This design comes from an exercise in tuning for small area, a short achievable clock period and few clock cycles per item on the open sky130 flow, not from production work. Only simulation tests tie the RTL to the original design; equivalence was not proved. Power figures rest on the tool's default switching activity, not on a simulated workload.

$ cat flow/run.sh
#!/bin/bash
# synth_recipe.tcl (not shown) runs the flow's synth.tcl, then flattens the netlist and writes it again
# the make line also repeats each setting of config.mk as NAME=value (left out here)
make -C /OpenROAD-flow-scripts/flow DESIGN_CONFIG=/design/flow/config.mk WORK_HOME=/design/flow/orfs CLKGATE_MAP_FILE= SYNTH_SCRIPT=/design/flow/synth_recipe.tcl finish
$ cat flow/config.mk
export PLATFORM = sky130hd
export DESIGN_NAME = mcalu
export DESIGN_NICKNAME = mcalu
export VERILOG_FILES = /design/flow/design.v
export SDC_FILE = /design/flow/constraint.sdc
export NUM_CORES = 4
export LEC_CHECK = 0
export ABC_AREA = 1
export CAP_MARGIN = 20
export CORE_MARGIN = 2
export CORE_UTILIZATION = 40
export SLEW_MARGIN = 20
$ cat flow/design.v
module mcalu(
  input             clk,
  input             rst,
  input             exers_mcalu_issue,
  input [4:0]       exers_mcalu_op,
  input [6:0]       exers_robid,
  input [5:0]       exers_rd,
  input [31:0]      exers_op1,
  input [31:0]      exers_op2,
  output            mcalu_stall,
  output            mcalu_valid,
  output            mcalu_error,
  output [4:0]      mcalu_ecause,
  output [6:0]      mcalu_robid,
  output [5:0]      mcalu_rd,
  output [31:0]     mcalu_result,
  input             wb_mcalu_stall,
  input             rob_flush);
  localparam ST_EX  = 3'd0;   
  localparam ST_IT  = 3'd1;   
  localparam ST_FIN = 3'd2;   
  localparam ST_C9  = 3'd3;   
  reg        stall_q;
  reg        v_ir;
  reg [4:0]  op;
  reg [6:0]  robid;
  reg [5:0]  rd;
  reg [31:0] A, B;
  reg [3:0]  bx;
  reg [32:0] H;
  reg        x0;
  reg        bs;
  reg [2:0]  st;
  reg [4:0]  cnt;
  reg        nq;
  reg        cin;
  reg [5:0]  lzaq, lzbq;
  reg        bzq;
  reg        v_o;
  reg [31:0] res_o;
  reg [6:0]  robid_o;
  reg [5:0]  rd_o;
  reg        sk_v;
  reg [6:0]  sk_rob;
  reg [5:0]  sk_rd;
  assign mcalu_stall  = stall_q;
  assign mcalu_valid  = v_o;
  assign mcalu_error  = 1'b0;
  assign mcalu_ecause = 5'b0;
  assign mcalu_robid  = robid_o;
  assign mcalu_rd     = rd_o;
  assign mcalu_result = res_o;
  wire kill   = rst | rob_flush;
  function [18:0] decode(input [4:0] o);
    reg md;
    begin
      md = o[4] & o[3];
      decode = {
        ~md & ~o[4] & (o[2:0] == 3'd0),                         
        ~md & ~o[4] & ((o[2:0] == 3'd1) | (o[2:0] == 3'd5)),    
        ~md & ~o[4] & (o[2:0] == 3'd2),                         
        ~md & ~o[4] & (o[2:0] == 3'd3),                         
        ~md & ~o[4] & (o[2:0] == 3'd4) & ~o[3],                 
        ~md & ~o[4] & (o[2:0] == 3'd4) & o[3],                  
        ~md & ~o[4] & (o[2:0] == 3'd6),                         
        ~md & ~o[4] & (o[2:0] == 3'd7),                         
        ~md & o[4] & ~o[0],                                     
        ~md & o[4] & o[0],                                      
        md,                                                     
        md & ~o[2],                                             
        md & o[2],                                              
        ~md & (o[3] | (o[1] & ~o[2])),                          
        ~o[2],                                                  
        o[3] & o[2],                                            
        o[1] ^ o[0],                                            
        ~o[0],                                                  
        md & ~o[2] & (o[1:0] == 2'b00)};                        
    end
  endfunction
  reg [18:0] dq;
  wire c_add  = dq[18];
  wire c_sh   = dq[17];
  wire c_slt  = dq[16];
  wire c_slu  = dq[15];
  wire c_xor  = dq[14];
  wire c_seq  = dq[13];
  wire c_or   = dq[12];
  wire c_and  = dq[11];
  wire c_pf   = dq[10];
  wire c_pc   = dq[9];
  wire is_md  = dq[8];
  wire is_mul = dq[7];
  wire is_div = dq[6];
  wire sub    = dq[5];
  wire sh_left = dq[4];
  wire sh_sra = dq[3];
  wire ma_s   = dq[2];
  wire d_sgn  = dq[1];
  wire m_lo   = dq[0];
  wire s_ex  = (st == ST_EX);
  wire s_it  = (st == ST_IT);
  wire s_fin = (st == ST_FIN);
  wire s_c9  = (st == ST_C9);
  function [31:0] rev32(input [31:0] x);
    integer i;
    begin
      for (i = 0; i < 32; i = i + 1) rev32[i] = x[31-i];
    end
  endfunction
  wire [36:0] asum;
  bkadd #(37) u_asum (.a({5'b0, A}), .b({bx[3], bx, B ^ {32{sub}}}), .ci(cin), .s(asum));
  wire        lt_u = ~asum[32];
  wire        lt_s = (A[31] ^ B[31]) ? A[31] : asum[31];
  wire        sa     = d_sgn & A[31];
  wire        nb     = d_sgn & B[31];
  wire        in_sg  = ~exers_mcalu_op[0];
  wire [5:0]  lza_in, lzb_in;
  lzs32 u_lza (.x(exers_op1), .sg(in_sg), .n(lza_in));
  lzs32 u_lzb (.x(exers_op2), .sg(in_sg), .n(lzb_in));
  wire        b_zero = bzq;
  wire [6:0]  kc     = {1'b0, lzbq} - {1'b0, lzaq} + {6'b0, sa};
  wire        early  = kc[6] | bzq;
  wire [4:0]  kcl    = kc[5] ? 5'd31 : kc[4:0];
  wire [31:0] sx_lo   = is_div ? (B ^ {32{~nb}}) : (sh_left ? A : rev32(A));
  wire        sh_fill = is_div ? ~nb : (sh_sra & A[31]);
  wire [4:0]  sh_amt  = is_div ? kcl : B[4:0];
  reg  [35:0] sh_out;
  integer si;
  always @(*) begin
    sh_out = {{4{is_div}}, sx_lo};
    for (si = 0; si < 5; si = si + 1)
      if (sh_amt[si]) sh_out = (sh_out << (1 << si)) | ((36'd1 << (1 << si)) - 36'd1) & {36{sh_fill}};
  end
  wire [31:0] sh_res = sh_left ? sh_out[31:0] : rev32(sh_out[31:0]);
  wire [31:0] px = A & ~B;
  reg  [31:0] pseen;
  integer pi;
  always @(*) begin
    pseen[0] = 1'b0;
    for (pi = 1; pi < 32; pi = pi + 1) pseen[pi] = pseen[pi-1] | px[pi-1];
  end
  wire [31:0] pm = px & ~pseen;
  reg  [4:0]  pidx;
  integer pj;
  always @(*) begin
    pidx = 5'd0;
    for (pj = 0; pj < 32; pj = pj + 1)
      pidx = pidx | ({5{pm[pj]}} & pj[4:0]);
  end
  wire        ma_sgn = ma_s & A[31];
  wire [40:0] m1 = {{9{ma_sgn}}, A};
  wire [40:0] m2 = {m1[39:0], 1'b0};
  function [2:0] booth(input [2:0] m);
    booth = {(m[2] & ~m[1] & ~m[0]) | (~m[2] & m[1] & m[0]), m[1] ^ m[0], m[2]};
  endfunction
  function [11:0] booth4(input [8:0] m);
    booth4 = {booth(m[8:6]), booth(m[6:4]), booth(m[4:2]), booth(m[2:0])};
  endfunction
  reg  [11:0] bsel;
  wire [40:0] pp0 = (({41{bsel[1]}}  & m1) | ({41{bsel[2]}}  & m2)) ^ {41{bsel[0]}};
  wire [40:0] pp1 = (({41{bsel[4]}}  & m1) | ({41{bsel[5]}}  & m2)) ^ {41{bsel[3]}};
  wire [40:0] pp2 = (({41{bsel[7]}}  & m1) | ({41{bsel[8]}}  & m2)) ^ {41{bsel[6]}};
  wire [40:0] pp3 = (({41{bsel[10]}} & m1) | ({41{bsel[11]}} & m2)) ^ {41{bsel[9]}};
  wire        mfirst = s_ex & (cnt == 5'd0);
  wire [40:0] hx  = {{8{H[32]}}, H} & {41{~mfirst}};
  wire [40:0] nv  = {34'b0, bsel[9], 1'b0, bsel[6], 1'b0, bsel[3], 1'b0, bsel[0]};
  wire [40:0] msum = hx + pp0 + {pp1[38:0], 2'b0} + {pp2[36:0], 4'b0} + {pp3[34:0], 6'b0} + nv;
  wire        need9 = op[1] & bs;
  wire [31:0] mlo_n = {msum[7:0], B[31:8]};
  wire        q1   = ~asum[36];
  wire [31:0] r1   = q1 ? asum[31:0] : A;
  wire [31:0] qn   = {H[30:0], q1};
  wire [31:0] xsel    = (is_div & op[1]) ? A : (m_lo ? B : H[31:0]);
  wire [31:0] neg_in  = s_fin ? xsel : A;
  wire        neg_do  = s_fin ? (is_div & nq) : sa;
  wire [31:0] early_res = op[1] ? A : (b_zero ? {{31{~sa}}, 1'b1} : 32'b0);
  wire [31:0] neg_out = (neg_in ^ {32{neg_do}}) + {31'b0, neg_do};
  wire fin_mul = is_mul & ((s_ex & (cnt == 5'd3) & ~need9) | s_c9 | s_fin);
  wire fin_div = is_div & ((s_ex & early) | (s_it & (cnt == 5'd0) & ~nq) | s_fin);
  wire fin     = v_ir & (~is_md | fin_mul | fin_div);
  wire nq_set  = op[1] ? sa : (sa ^ nb);
  wire fc_mul  = is_mul & ((s_ex & (((cnt == 5'd2) & ~need9) | (cnt == 5'd3))) | s_c9 | s_fin);
  wire fc_div  = is_div & ((s_ex & (early | ((kcl == 5'd0) & ~nq_set))) |
                           (s_it & (((cnt == 5'd1) & ~nq) | (cnt == 5'd0))) | s_fin);
  wire fc      = ~is_md | fc_mul | fc_div;
  wire blocked = v_o & wb_mcalu_stall;
  wire or_free = ~blocked;
  wire produce = fin & ~sk_v;
  wire sk_fill = produce & blocked;
  wire c_fin = is_md & s_fin;
  wire c_ear = is_div & s_ex;
  wire c_dr  = is_div & s_it & op[1];
  wire c_dq  = is_div & s_it & ~op[1];
  wire c_c9  = is_mul & s_c9;
  wire c_ml  = m_lo & s_ex;
  wire c_mh  = is_mul & ~m_lo & s_ex;
  wire [31:0] res_src =
      ({32{c_add}} & asum[31:0]) |
      ({32{c_sh}}  & sh_res) |
      {31'b0, (c_slt & lt_s) | (c_slu & lt_u) | (c_seq & (A == B))} |
      ({32{c_xor}} & (A ^ B)) |
      ({32{c_or}}  & (A | B)) |
      ({32{c_and}} & (A & B)) |
      ({32{c_pf}}  & {~|px, 26'b0, pidx}) |
      ({32{c_pc}}  & (A ^ pm)) |
      ({32{c_fin}} & neg_out) |
      ({32{c_ear}} & early_res) |
      ({32{c_dr}}  & r1) |
      ({32{c_dq}}  & qn) |
      ({32{c_c9}}  & msum[31:0]) |
      ({32{c_ml}}  & mlo_n) |
      ({32{c_mh}}  & msum[39:8]);
  wire md_in   = exers_mcalu_op[4] & exers_mcalu_op[3];
  wire sk_v_n  = ~kill & (sk_v ? blocked : sk_fill);
  wire fin_nx  = sk_v ? fin : fc;
  wire stall_n = ~kill & (stall_q ? (~produce & ~(fin_nx & ~sk_v_n))
                                  : (exers_mcalu_issue & (md_in | sk_v_n)));
  wire v_ir_n  = ~kill & (stall_q ? ~produce : exers_mcalu_issue);
  wire v_o_n   = ~kill & (produce | blocked | sk_v);
  always @(posedge clk) begin
    stall_q <= stall_n;
    v_ir    <= v_ir_n;
    v_o     <= v_o_n;
    sk_v    <= sk_v_n;
    if (~stall_q) begin
      op    <= exers_mcalu_op;
      dq    <= decode(exers_mcalu_op);
      bx    <= 4'b0;
      cin   <= ~md_in & (exers_mcalu_op[3] | (exers_mcalu_op[1] & ~exers_mcalu_op[2]));
      lzaq  <= lza_in;
      lzbq  <= lzb_in;
      bzq   <= ~|exers_op2;
      robid <= exers_robid;
      rd    <= exers_rd;
      A     <= exers_op1;
      B     <= exers_op2;
      bs    <= exers_op2[31];
      st    <= ST_EX;
      cnt   <= 5'd0;
      x0    <= 1'b0;
      bsel  <= booth4({exers_op2[7:0], 1'b0});
    end else if (sk_v) begin
    end else if (is_mul) begin
      if (s_ex) begin
        H   <= msum[40:8];
        B   <= mlo_n;
        x0  <= B[3];
        bsel <= booth4((cnt == 5'd3) ? 9'b000000001 : B[15:7]);
        cnt <= cnt + 5'd1;
        if (cnt == 5'd3) st <= need9 ? ST_C9 : ST_FIN;
      end
    end else if (is_div) begin
      if (s_ex) begin
        A    <= neg_out;
        H    <= {1'b0, {32{b_zero}}};
        cin  <= ~nb;
        nq   <= nq_set;
        {bx, B} <= sh_out;
        cnt  <= kcl;
        st   <= early ? ST_FIN : ST_IT;
      end else if (s_it) begin
        A   <= r1;
        {bx, B} <= {bx[3], bx, B[31:1]};
        H   <= {1'b0, qn};
        cnt <= cnt - 5'd1;
        if (cnt == 5'd0) st <= ST_FIN;
      end
    end
    if (produce)
      H <= {1'b0, res_src};
    if (~sk_v) begin
      sk_rob <= robid;
      sk_rd  <= rd;
    end
    if (or_free) begin
      res_o   <= sk_v ? H[31:0] : res_src;
      robid_o <= sk_v ? sk_rob : robid;
      rd_o    <= sk_v ? sk_rd : rd;
    end
  end
endmodule
module bkadd #(parameter W = 32) (
  input  [W-1:0] a,
  input  [W-1:0] b,
  input          ci,
  output [W-1:0] s);
  localparam L = $clog2(W);
  wire [W-1:0] g0 = a & b;
  wire [W-1:0] p0 = a ^ b;
  reg  [W-1:0] G, P;
  integer i, d;
  always @(*) begin
    G = g0;
    P = p0;
    G[0] = g0[0] | (p0[0] & ci);
    for (d = 1; d < W; d = d * 2)
      for (i = 2*d - 1; i < W; i = i + 2*d) begin
        G[i] = G[i] | (P[i] & G[i-d]);
        P[i] = P[i] & P[i-d];
      end
    for (d = (1 << (L-1)); d >= 1; d = d / 2)
      for (i = 3*d - 1; i < W; i = i + 2*d) begin
        G[i] = G[i] | (P[i] & G[i-d]);
        P[i] = P[i] & P[i-d];
      end
  end
  assign s = p0 ^ {G[W-2:0], ci};
endmodule
module lzc32 (
  input  [31:0] x,
  output [5:0]  n);
  wire [7:0] nz;
  wire [15:0] pz;
  genvar i;
  generate
    for (i = 0; i < 8; i = i + 1) begin : nib
      wire [3:0] v = x[4*i+3:4*i];
      assign nz[i] = |v;
      assign pz[2*i+1:2*i] = v[3] ? 2'd0 : v[2] ? 2'd1 : v[1] ? 2'd2 : 2'd3;
    end
  endgenerate
  wire [2:0] ln = nz[7] ? 3'd0 : nz[6] ? 3'd1 : nz[5] ? 3'd2 : nz[4] ? 3'd3 :
                  nz[3] ? 3'd4 : nz[2] ? 3'd5 : nz[1] ? 3'd6 : 3'd7;
  wire [1:0] pl = nz[7] ? pz[15:14] : nz[6] ? pz[13:12] : nz[5] ? pz[11:10] :
                  nz[4] ? pz[9:8] : nz[3] ? pz[7:6] : nz[2] ? pz[5:4] :
                  nz[1] ? pz[3:2] : pz[1:0];
  assign n = (|nz) ? {1'b0, ln, pl} : 6'd32;
endmodule
module lzs32 (
  input  [31:0] x,
  input         sg,
  output [5:0]  n);
  wire [5:0] nzc, noc;
  lzc32 u_z (.x(x), .n(nzc));
  lzc32 u_o (.x(~x), .n(noc));
  assign n = (sg & x[31]) ? noc : nzc;
endmodule
$ cat flow/constraint.sdc
create_clock -name core_clock -period 20.0 [get_ports {clk}]
set_input_delay 4.0000 -clock core_clock [delete_from_list [all_inputs] [get_ports {clk}]]
set_output_delay 4.0000 -clock core_clock [all_outputs]
set_load 0.01 [all_outputs]
==> flow_results.org <==
** Synthesis
- The synthesized netlist contains 70 unique library cells.
- Async S/R FF share, synth :: 0%
- After synthesis the netlist holds a flip-flop and latch count of between 200 and 250.
- By area the synthesized netlist is led by sky130_fd_sc_hd__edfxtp_1 19%, sky130_fd_sc_hd__nand2_1 11%, sky130_fd_sc_hd__ha_1 8.9%.
- Area share of the largest cell type after synthesis :: around a fifth
- sky130_fd_sc_hd__edfxtp_1 takes more of the synthesized area than any other cell.
- Count of synthesis-stage warnings from yosys :: 2
- For this run, the leading register cell type out of synthesis is sky130_fd_sc_hd__edfxtp_1.
- Counting flops with a built-in enable in the synthesized netlist gives 202.
- Sequential area share after synthesis :: between 20% and 30%
- The cell count after synthesis came out at roughly 4700.
- A synthesized cell averages between 6 and 7 sq um.
- In this run the cell area of the synthesized design comes to approximately 32000 sq um.

** Routing
- The routed layout has approximately 36000 vias.
- In the routed layout, each cell is associated on average with a via count of approximately 6.3.
- Average wire per standard cell :: 32.2 microns
- Iteration-0 DRC count of the detailed router :: about 5200
- Number of routed nets with antenna violations :: 0
- Number of remaining DRC errors :: 0
- The first TritonRoute pass finished after 8 iterations.
- Final routed wirelength across all metal layers :: approximately 190000 microns

** Die
- The initial utilization of the core area, before any placement, comes to 40.4%.
- 140 I/O pins were placed.
- Die Ht :: roughly 290 microns
- Number of core rows :: approximately 100
- In this run the standard cell core region covers ~80000 sq um.
- Die area :: 83400 sq um
- In this run the horizontal extent of the chip is 289 microns.

** Place
- Final HPWL DP :: around 150000 microns
- Buffers placed on the I/O ports in this run total around 130.
- Gpl congestion :: 1.07
- Total instance count after detailed placement :: 5700

** CTS
- The cell sitting at the root of the clock tree is a sky130_fd_sc_hd__clkbuf_16.
- After clock tree synthesis, the clock-pin slew on the worst setup and hold paths is around 0.090 ns.
- Later-pin clock latency in the skew report :: 0.68 ns
- Once the clock tree was built, the setup fixing pass inserted 0 buffers.
- In this run the number of H-tree levels came out at 1.
- Clock tree from TritonCTS :: built
- Cells resized by post-CTS repair :: 0
- Buffers inserted to repair hold after CTS numbered 0.
- Num CTS Buffers :: 29
- Largest buffer count on any clock path :: 3
- TritonCTS sink count :: 231

** Layout
- After the last flow step, the layout net total stands at around 5100.
- Leaving out fill and tap cells, the most frequent cells in the layout are 993 x sky130_fd_sc_hd__nand2_1, 526 x sky130_fd_sc_hd__inv_1, 385 x sky130_fd_sc_hd__nand3_1, 352 x sky130_fd_sc_hd__nor2_1, 320 x sky130_fd_sc_hd__o21ai_0.
- Post-route non-filler standard cell count :: 5759
- Fraction of final layout cells with drive strength greater than 1 :: between 5 and 6%
- Number of inserted filler cells in the final layout :: 8488
- The library cell used most frequently in the layout, excluding fill and tap cells, is sky130_fd_sc_hd__nand2_1.
- Register area :: approximately 6700 sq um
- Relative to the synthesized area, the layout overhead comes to 10.5%.
- The multi-input combinational cells in the finished layout cover a total of ~23000 sq um.

** Worst hold path
- Worst Hold Path Cells :: 2
- The worst hold path belongs to the class flip-flop to flip-flop.

** GRT
- Vias in the first global route :: roughly 34000
- Global route overflow :: 0
- First-pass GRT wire length :: between 200000 and 300000 microns
- Entering global routing, the biggest net connects slightly below 70 pins.
- The initial antenna violation count was 13.
- In the global route stage, overall resource usage came out at 43.2%.

** Pwr
- Power density over the cells :: 149 nW/um^2
- In this run the static leakage power is approximately 0.016 uW.
- Worst vdd ir :: roughly 0.15 mV

** STA
- The routed design could run at a clock period as short as 7.68 ns.
- At the pin with the least slew margin, the transition time is around 1.2 ns.
- Max Fclk :: 0.130 GHz
- Setup repair after global routing missed its margin :: false
- Setup total negative slack on the finished layout was measured at 0 ns.
- Relative max-transition margin :: a little under 20%
- Share of the clock period used by the worst path after layout :: around 38%
- Setup violations remaining at the end of the flow were counted as 0.
- Clock skew after layout :: around 0.085 ns
- Number of max-slew violations in the final report :: 0
- Number of endpoints with negative hold slack in the final report :: 0

** Critical path
- Top fanout value on the critical path :: 32
- Crit path capture type :: flip-flop
- Measured in cells, the most critical reg-to-reg path has a length of 27.
- Data arrival at the endpoint of the critical path :: slightly above 8 ns
- Category of the critical setup timing path :: flip-flop to flip-flop
- STA classifies the critical path startpoint as a flip-flop.
- For the worst setup path, the data required time is about 20 ns.

** Flow run
- Number of max-cap violations :: 0

** Outcome
- Result of the run :: finished clean
cells by family after synthesis:
family,after synthesis,synth area share [%]
AOI/OAI and AO/OA,1077,20.2
xor gates and xnor gates,279,7.83
adders and majority gates,356,16.6
buffers and inverters,821,9.94
DFF,231,20.5
muxes,1,0.0347
other,1,0.0116
and+or+nand+nor,1901,24.9
where the power goes:
group / internal [uW] / switching (uW)
Clock: 331 / 259
Sequential: 603 / 54.5
Combinational: 1120 / 2960
Total: 2050 / 3280
per-stage QoR:
step | utilization, % | worst slack [ns] | hold WS (ns) | instance area (sq um) | power, uW
global route | 44.6 | 12.07 | 0.475 | 35900 | 5530
detailed placement | 43.3 | 12.57 | 0.436 | 34800 | 4560
CTS | 44.6 | 12.61 | 0.452 | 35800 | 5170
finish | 44.6 | 12.32 | 0.447 | 35900 | 5330
global placement | 43.3 | 12.62 | 0.430 | 34800 | 4560
floorplan | - | 14.36 | 0.418 | 32500 | 2840
registers in the layout (all words and copies together) (netlist names), 2 cells and up:
register / count
bsel: 12
rd: 6
lzbq: 6
st: 2
A: 32
cnt: 5
bx: 4
lzaq: 6
B: 32
sk_rd: 6
rd_o: 6
res_o: 32
robid: 7
H: 33
dq: 19
robid_o: 7
sk_rob: 7
final cells by class:
type                       instances  share of cell area (%)
multi-input combinational       3620                    63.2
timing repair buffer             242                    5.99
inverter                         547                    5.73
clock buffer                      37                    2.28
tap                             1060                    3.70
clock inverter                    17                   0.565
sequential                       231                    18.5
antenna                            5                  0.0349
final timing paths:
check             slack [ns]  endpoint     start
hold / removal          0.45  sk_rd[3]  sk_rd[3]
setup reg to reg       12.32     H[19]     st[1]
setup / recovery       12.32     H[19]     st[1]
hold reg to reg         0.45  sk_rd[3]  sk_rd[3]
metal layers:
| metal | share of wire (%) | GRT usage [%] | up-vias |
|---|---|---|---|
| met5 | 0.032 | 0 | - |
| met4 | 8.1 | 28.4 | 10 |
| met3 | 12 | 12.1 | 595 |
| met2 | 41 | 63.6 | 2443 |
| met1 | 38 | 55.4 | 17500 |
| li1 | - | - | 15900 |
cell usage after synthesis, types with 10 or more instances:
cell type / n
sky130_fd_sc_hd__nand2_1: 994
sky130_fd_sc_hd__inv_1: 528
sky130_fd_sc_hd__nand3_1: 385
sky130_fd_sc_hd__nor2_1: 355
sky130_fd_sc_hd__o21ai_0: 322
sky130_fd_sc_hd__a21oi_1: 249
sky130_fd_sc_hd__ha_1: 230
sky130_fd_sc_hd__xor2_1: 227
sky130_fd_sc_hd__edfxtp_1: 202
sky130_fd_sc_hd__clkbuf_1: 182
sky130_fd_sc_hd__o22ai_1: 155
sky130_fd_sc_hd__fa_1: 126
sky130_fd_sc_hd__o211ai_1: 108
sky130_fd_sc_hd__nor3_1: 49
sky130_fd_sc_hd__buf_1: 48
sky130_fd_sc_hd__nand4_1: 41
sky130_fd_sc_hd__o221ai_1: 40
sky130_fd_sc_hd__xnor2_1: 39
sky130_fd_sc_hd__dfxtp_1: 29
sky130_fd_sc_hd__buf_2: 27
sky130_fd_sc_hd__a221oi_1: 24
sky130_fd_sc_hd__o2111ai_1: 24
sky130_fd_sc_hd__o21ai_1: 24
sky130_fd_sc_hd__a31oi_1: 19
sky130_fd_sc_hd__a22oi_1: 17
sky130_fd_sc_hd__nor4_1: 16
sky130_fd_sc_hd__o21ai_2: 14
sky130_fd_sc_hd__xor2_2: 13
sky130_fd_sc_hd__o21bai_1: 12
sky130_fd_sc_hd__or2_2: 12
sky130_fd_sc_hd__a21o_1: 11
sky130_fd_sc_hd__buf_4: 10
critical path, cell delays in order, from the launching register on:
cell                       delay [ns]
sky130_fd_sc_hd__dfxtp_1         0.60
sky130_fd_sc_hd__nor2_4          0.08
sky130_fd_sc_hd__inv_2           0.38
sky130_fd_sc_hd__nor2_2          0.07
sky130_fd_sc_hd__buf_4           0.25
sky130_fd_sc_hd__nor2_1          0.20
sky130_fd_sc_hd__fa_1            0.42
sky130_fd_sc_hd__ha_1            0.29
sky130_fd_sc_hd__ha_1            0.28
sky130_fd_sc_hd__ha_1            0.34
sky130_fd_sc_hd__inv_1           0.17
sky130_fd_sc_hd__fa_1            0.48
sky130_fd_sc_hd__inv_1           0.10
sky130_fd_sc_hd__nand3_1         0.07
sky130_fd_sc_hd__nand2_1         0.17
sky130_fd_sc_hd__a21boi_0        0.24
sky130_fd_sc_hd__o21ai_0         0.42
sky130_fd_sc_hd__nand2_1         0.13
sky130_fd_sc_hd__o21ai_0         0.91
sky130_fd_sc_hd__nand2_1         0.12
sky130_fd_sc_hd__nand2_1         0.12
sky130_fd_sc_hd__xnor2_1         0.34
sky130_fd_sc_hd__or2_2           0.24
sky130_fd_sc_hd__nand4_1         0.20
sky130_fd_sc_hd__nor2_1          0.24
sky130_fd_sc_hd__nand3_1         0.28
sky130_fd_sc_hd__nand2_1         0.15
sky130_fd_sc_hd__o21ai_1         0.08
Testbench counts, summed over its fixed seeds: cycles 10,987, items 3,200.

[what the ideal ports hide]
The results above use ideal ports. As a check the final layout listed here was re-extracted and re-timed, cells and wires unchanged.
Step 1, drivers: a clkbuf_16 drives clk and a buf_2 each remaining input, both assumed.
Step 2 also shifts input and output timing later by t, the mid clock arrival at the registers, as if the neighbouring blocks saw the same clock.
a / b / c = ideal / step 1 / step 2; a / b = the first two.
t, ns: 0.706
setup slack, ns: 12.320 / 12.320 / 12.320
slew at the worst register clock pin (ns): 0.09 / 0.09
pins driven straight from the clock port: 1
After both steps this run still meets setup and hold. For this run, drivers alone change the setup slack by 0.000 ns; drivers and shift together by 0.000 ns.
